Context: an optimization exercise on an open-source flow, tuned for small area, a short achievable clock period and few clock cycles per item. The choices shown serve that exercise and are no tape-out recipe.
Function was checked by simulation only, so behaviour that the tests miss may differ from the original.

// mmc_s
module mmc_s(
    input ld, clk,
    input [31:0] i_a, i_b,
    output [31:0] res,
    output done);
    reg [31:0] x, y, u, v;
    reg        fy, dn;
    wire px = x[0];
    wire py = y[0] ^ fy;
    wire odd = px & py;
    wire [31:0] ny  = ~y;
    wire        cin = ~fy;
    wire [32:0] s   = {1'b0, x} + {1'b1, ny} + {32'd0, cin};
    wire        neg = s[32];
    wire        fin = &((x ^ ny) ~^ {x[30:0] | ny[30:0], cin});
    wire [31:0] m1  = s[32:1] ^ {32{neg}};    
    wire [31:0] m2  = {1'b0, m1[31:1]};
    wire [31:0] m3  = {2'b0, m1[31:2]};
    wire        e2  = ~s[1];
    wire        e4  = e2 & ~s[2];
    wire [31:0] sum = u + v;
    wire run  = ~ld & ~dn;
    wire sub  = run & odd;
    wire subx = sub & ~neg;             
    wire suby = sub & neg;              
    wire k1   = ~e2;
    wire k2   = e2 & ~e4;
    wire k3   = e4;
    wire hx   = run & ~px;              
    wire hy   = run & ~py;              
    wire du1 = (subx & k1) | (hx & py);
    wire dv1 = (suby & k1) | (hy & px);
    wire kx = ~(ld | subx | hx);
    wire ky = ~(ld | suby | hy);
    wire ku = ~(ld | suby | subx | du1);
    wire kv = ~(ld | subx | suby | dv1);
    always @(posedge clk) begin
        x  <= ({32{ld}} & i_a) | ({32{subx & k1}} & m1) | ({32{subx & k2}} & m2) | ({32{subx & k3}} & m3)
            | ({32{hx}} & {1'b0, x[31:1]}) | ({32{kx}} & x);
  ...
==> flow/config.mk <==
export PLATFORM = sky130hd
export DESIGN_NAME = mmc_s
export DESIGN_NICKNAME = mmc_s
export VERILOG_FILES = /design/flow/design.v
export SDC_FILE = /design/flow/constraint.sdc
export NUM_CORES = 4
export LEC_CHECK = 0
export CAP_MARGIN = 20
export CORE_MARGIN = 2
export CORE_UTILIZATION = 40
export SETUP_SLACK_MARGIN = 2.5
export SLEW_MARGIN = 20
==> flow/constraint.sdc <==
create_clock -name core_clock -period 5.5 [get_ports {clk}]
set_input_delay 1.1000 -clock core_clock [delete_from_list [all_inputs] [get_ports {clk}]]
set_output_delay 1.1000 -clock core_clock [all_outputs]
set_load 0.01 [all_outputs]
run.sh (not shown) runs the stock make flow with config.mk's settings and CLKGATE_MAP_FILE= SYNTH_SCRIPT=/design/flow/synth_recipe.tcl, a recipe that flattens the netlist after the stock synthesis.
Testbench counts at the start, summed over its fixed seeds: cycles 9,782, items 1,200.
Then changed:
Settings changed: SETUP_SLACK_MARGIN 2.5 to 3.2.
Outcome:
- synthesized cell count stays the same
- global-route usage falls by 0.27 points
- area after synthesis does not change
- fmax falls by 4.1%
- critical path depth rises by 10
- worst setup slack is worse by 0.15 ns

---

== job 6211 ==
Another version of the RTL of mmc_s (not shown whole).
For scale: ~1400 cells after synthesis, roughly 130 flip-flops, about 99 I/O pins, roughly 0.011 mm^2 of cells after synthesis.
==> flow/config.mk <==
export PLATFORM = sky130hd
export DESIGN_NAME = mmc_s
export DESIGN_NICKNAME = mmc_s
export VERILOG_FILES = /design/flow/design.v
export SDC_FILE = /design/flow/constraint.sdc
export NUM_CORES = 4
export LEC_CHECK = 0
export CAP_MARGIN = 20
export CORE_MARGIN = 2
export CORE_UTILIZATION = 40
export CTS_BUF_LIST = sky130_fd_sc_hd__clkbuf_4 sky130_fd_sc_hd__clkbuf_8
export CTS_CLUSTER_SIZE = 30
export SETUP_SLACK_MARGIN = 1.8
export SLEW_MARGIN = 20
==> flow/constraint.sdc <==
create_clock -name core_clock -period 5.5 [get_ports {clk}]
set_input_delay 1.1000 -clock core_clock [delete_from_list [all_inputs] [get_ports {clk}]]
set_output_delay 1.1000 -clock core_clock [all_outputs]
set_load 0.01 [all_outputs]
standard.sh (not shown) runs the stock make flow with config.mk's settings and CLKGATE_MAP_FILE= SYNTH_SCRIPT=/design/flow/synth_recipe.tcl, a recipe that flattens the netlist after the stock synthesis.
==> flow/flow/run.sh <==
#!/bin/bash
# The standard layout (standard.sh, standard synthesis unchanged), with
# the port buffers made buf_2 cells instead of ORFS's default choice (a
# delay buffer); every input and output port still gets its own buffer.
set -o pipefail
cat standard.sh > standard_sh.txt
export BUFFER_PORTS_ARGS="-buffer_cell sky130_fd_sc_hd__buf_2"
bash standard.sh > standard.log 2>&1
Testbench counts of job 6211, summed over its fixed seeds: cycles 8,802, items 1,200.
The following lists how job 1507 was set up differently from job 6211:
Settings: swapping 1.8 for 2.2 in SETUP_SLACK_MARGIN.
- Capturing instance or port of the critical path: v[15] -> job 1507, u[15] -> job 6211
- Job 1507 completed; timing, DRC and antenna clean
- Setup slack at placement in job 1507 vs job 6211: up 360 ps
- Cmp job 1507 vs job 6211: met3 layer usage reported by global route higher in job 1507
- Job 1507 vs. job 6211: wire length reported by the detailed router has increased.
- The final area of job 1507 is higher than that of job 6211.
- On worst hold path stage count, job 6211 and job 1507 are neck and neck.
[inputs] job 732 vs job 1507
Settings: a deleted CTS_CLUSTER_SIZE that had been 30; a deleted CTS_BUF_LIST that had been sky130_fd_sc_hd__clkbuf_4 sky130_fd_sc_hd__clkbuf_8; a change of SETUP_SLACK_MARGIN from 2.2 to 2.5.
Findings:
- Delta (job 732 minus job 1507): first-pass GRT wire length grew by about 16%, worst max-slew margin expressed relative to the limit shrank by 14 points, total non-filler cell area in the finished layout grew by about 18%, global routing usage summed across all routing layers grew by 5.1 points, largest net degree at the start of global routing shrank by 10.
- The share of final layout cell area taken by non-clock buffers reported for job 732 is greater than that of job 1507 by 5.9 points.
- Summary of job 732 over job 1507: count of sequential standard cells now sits at about the same level; via count went up by 1513.
- Launching instance or port of the critical path: v[0] -> job 732, x[0] -> job 1507

---

mmc_s, a different RTL version from the one above (not shown whole).
Size in the first run: roughly 1,300 cells after synthesis, about 130 flip-flops, roughly 99 I/O pins, roughly 11,000 sq um of cells after synthesis.
clock: 5.5 ns
lec_check: 0
cap_margin: 20
core_margin: 2
core_utilization: 40
setup_slack_margin: 2.5
slew_margin: 20
Scripts as last shown in full above: flow/flow/run.sh
Testbench counts at the start, summed over its fixed seeds: cycles 9,782, items 1,200.
Then changed:
CTS_BUF_LIST = sky130_fd_sc_hd__clkbuf_4 sky130_fd_sc_hd__clkbuf_8   (was default)
CTS_CLUSTER_SIZE = 30   (was default)
SETUP_SLACK_MARGIN = 2.0   (was 2.5)
What happened: Routed wire length is lower by 14%; setup slack degrades by 0.26 ns; hold slack hardly moves; cell area is lower by 17%; sequential share of layout area went up by 3.5 points; area after synthesis does not change; global-route usage came out lower by 2.3 points; core utilization is lower by 9.6 points.

---

The RTL this note starts from:
==> flow/design.v <==
module mmc_s(
    input ld, clk,
    input [31:0] i_a, i_b,
    output [31:0] res,
    output done);
    reg [31:0] x, y;
    reg [32:0] u, v;
    reg        dn;
    wire [32:0] dxy = {1'b0, x} - {1'b0, y};
    wire [31:0] dyx = y - x;
    wire        lt  = dxy[32];
    wire        eq  = (x == y);
    wire [32:0] sum = u + v;
    wire xe = ~x[0];
    wire ye = ~y[0];
    wire subx = eq | (~xe & ~ye & ~lt);
    wire suby = ~eq & ~xe & ~ye & lt;
    always @(posedge clk) begin
        if (ld) begin
            x  <= i_a;
            y  <= i_b;
            u  <= {1'b0, i_b};
            v  <= {1'b0, i_a};
            dn <= 1'b0;
        end else begin
            if (subx)      x <= dxy[31:1];
            else if (xe)   x <= {1'b0, x[31:1]};
            if (suby)      y <= dyx[31:1];
            else if (ye & ~subx) y <= {1'b0, y[31:1]};
            if (suby)      u <= sum;
            else if (subx | (xe & ~ye)) u <= {u[31:0], 1'b0};
            if (subx)      v <= sum;
            else if (suby | (ye & ~xe)) v <= {v[31:0], 1'b0};
            if (eq)        dn <= 1'b1;
        end
    end
    assign res  = v[32:1];
    assign done = dn;
endmodule
Settings: LEC_CHECK=0, ABC_CLOCK_PERIOD_IN_PS=2500, CAP_MARGIN=20, CORE_MARGIN=2, CORE_UTILIZATION=40, SLEW_MARGIN=20; clock period 5.5 ns.
run.sh (not shown) runs the stock make flow with config.mk's settings and CLKGATE_MAP_FILE= SYNTH_SCRIPT=/design/flow/synth_recipe.tcl, a recipe that flattens the netlist after the stock synthesis.
Stock flow here: none of the scripts above is used.
The baseline finished with timing, DRC and antenna clean.
Testbench counts at the start, summed over its fixed seeds: cycles 12,642, items 1,200.
==> next run, changes <==
- SETUP_SLACK_MARGIN: not set -> 2.5
Effect: Final cell count goes up by 9.9%. Final area goes up by 29%. Sequential cell count does not change. Worst hold slack improves by 0.028 ns. Count of clock-buffer cells in the layout goes down by 1.

[separate check: timing with driven ports]
Ports are ideal in the flow. The routed layouts listed here were re-timed in OpenROAD. Step 1: set_driving_cell puts a clkbuf_16 on clk and a buf_2 on each other input, an assumption about the parent block. Step 2, shift: input delay + t, output delay - t, t = (earliest + latest rising clock arrival at the registers) / 2. This alone moves slack from input paths to output paths. Three values: ideal, step 1, step 2; two values: the first two.
run	shift t [ns]	slack for setup (ns)	hold WS [ns]
the first run of note 1	0.488	1.943 / 1.943 / 1.519	0.495 / 0.495 / 0.495
the second run of note 1	0.493	1.792 / 1.792 / 1.650	0.504 / 0.504 / 0.504
job 6211	0.510	1.897 / 1.897 / 1.515	0.497 / 0.497 / 0.497
job 1507	0.485	2.113 / 2.113 / 1.822	0.499 / 0.499 / 0.499
job 732	0.482	2.154 / 2.154 / 1.976	0.478 / 0.478 / 0.478
the first run of note 3	0.473	2.334 / 2.334 / 1.973	0.502 / 0.502 / 0.502
the second run of note 3	0.503	2.073 / 2.073 / 2.073	0.502 / 0.502 / 0.502
the first run of note 4	0.472	1.142 / 1.142 / 1.142	0.577 / 0.577 / 0.577
the second run of note 4	0.483	2.248 / 2.248 / 2.248	0.606 / 0.606 / 0.606
After both steps setup and hold are still met in every run listed. For the first run of note 1, which loses most, drivers alone change the setup slack by 0.000 ns; drivers and shift together by -0.424 ns.
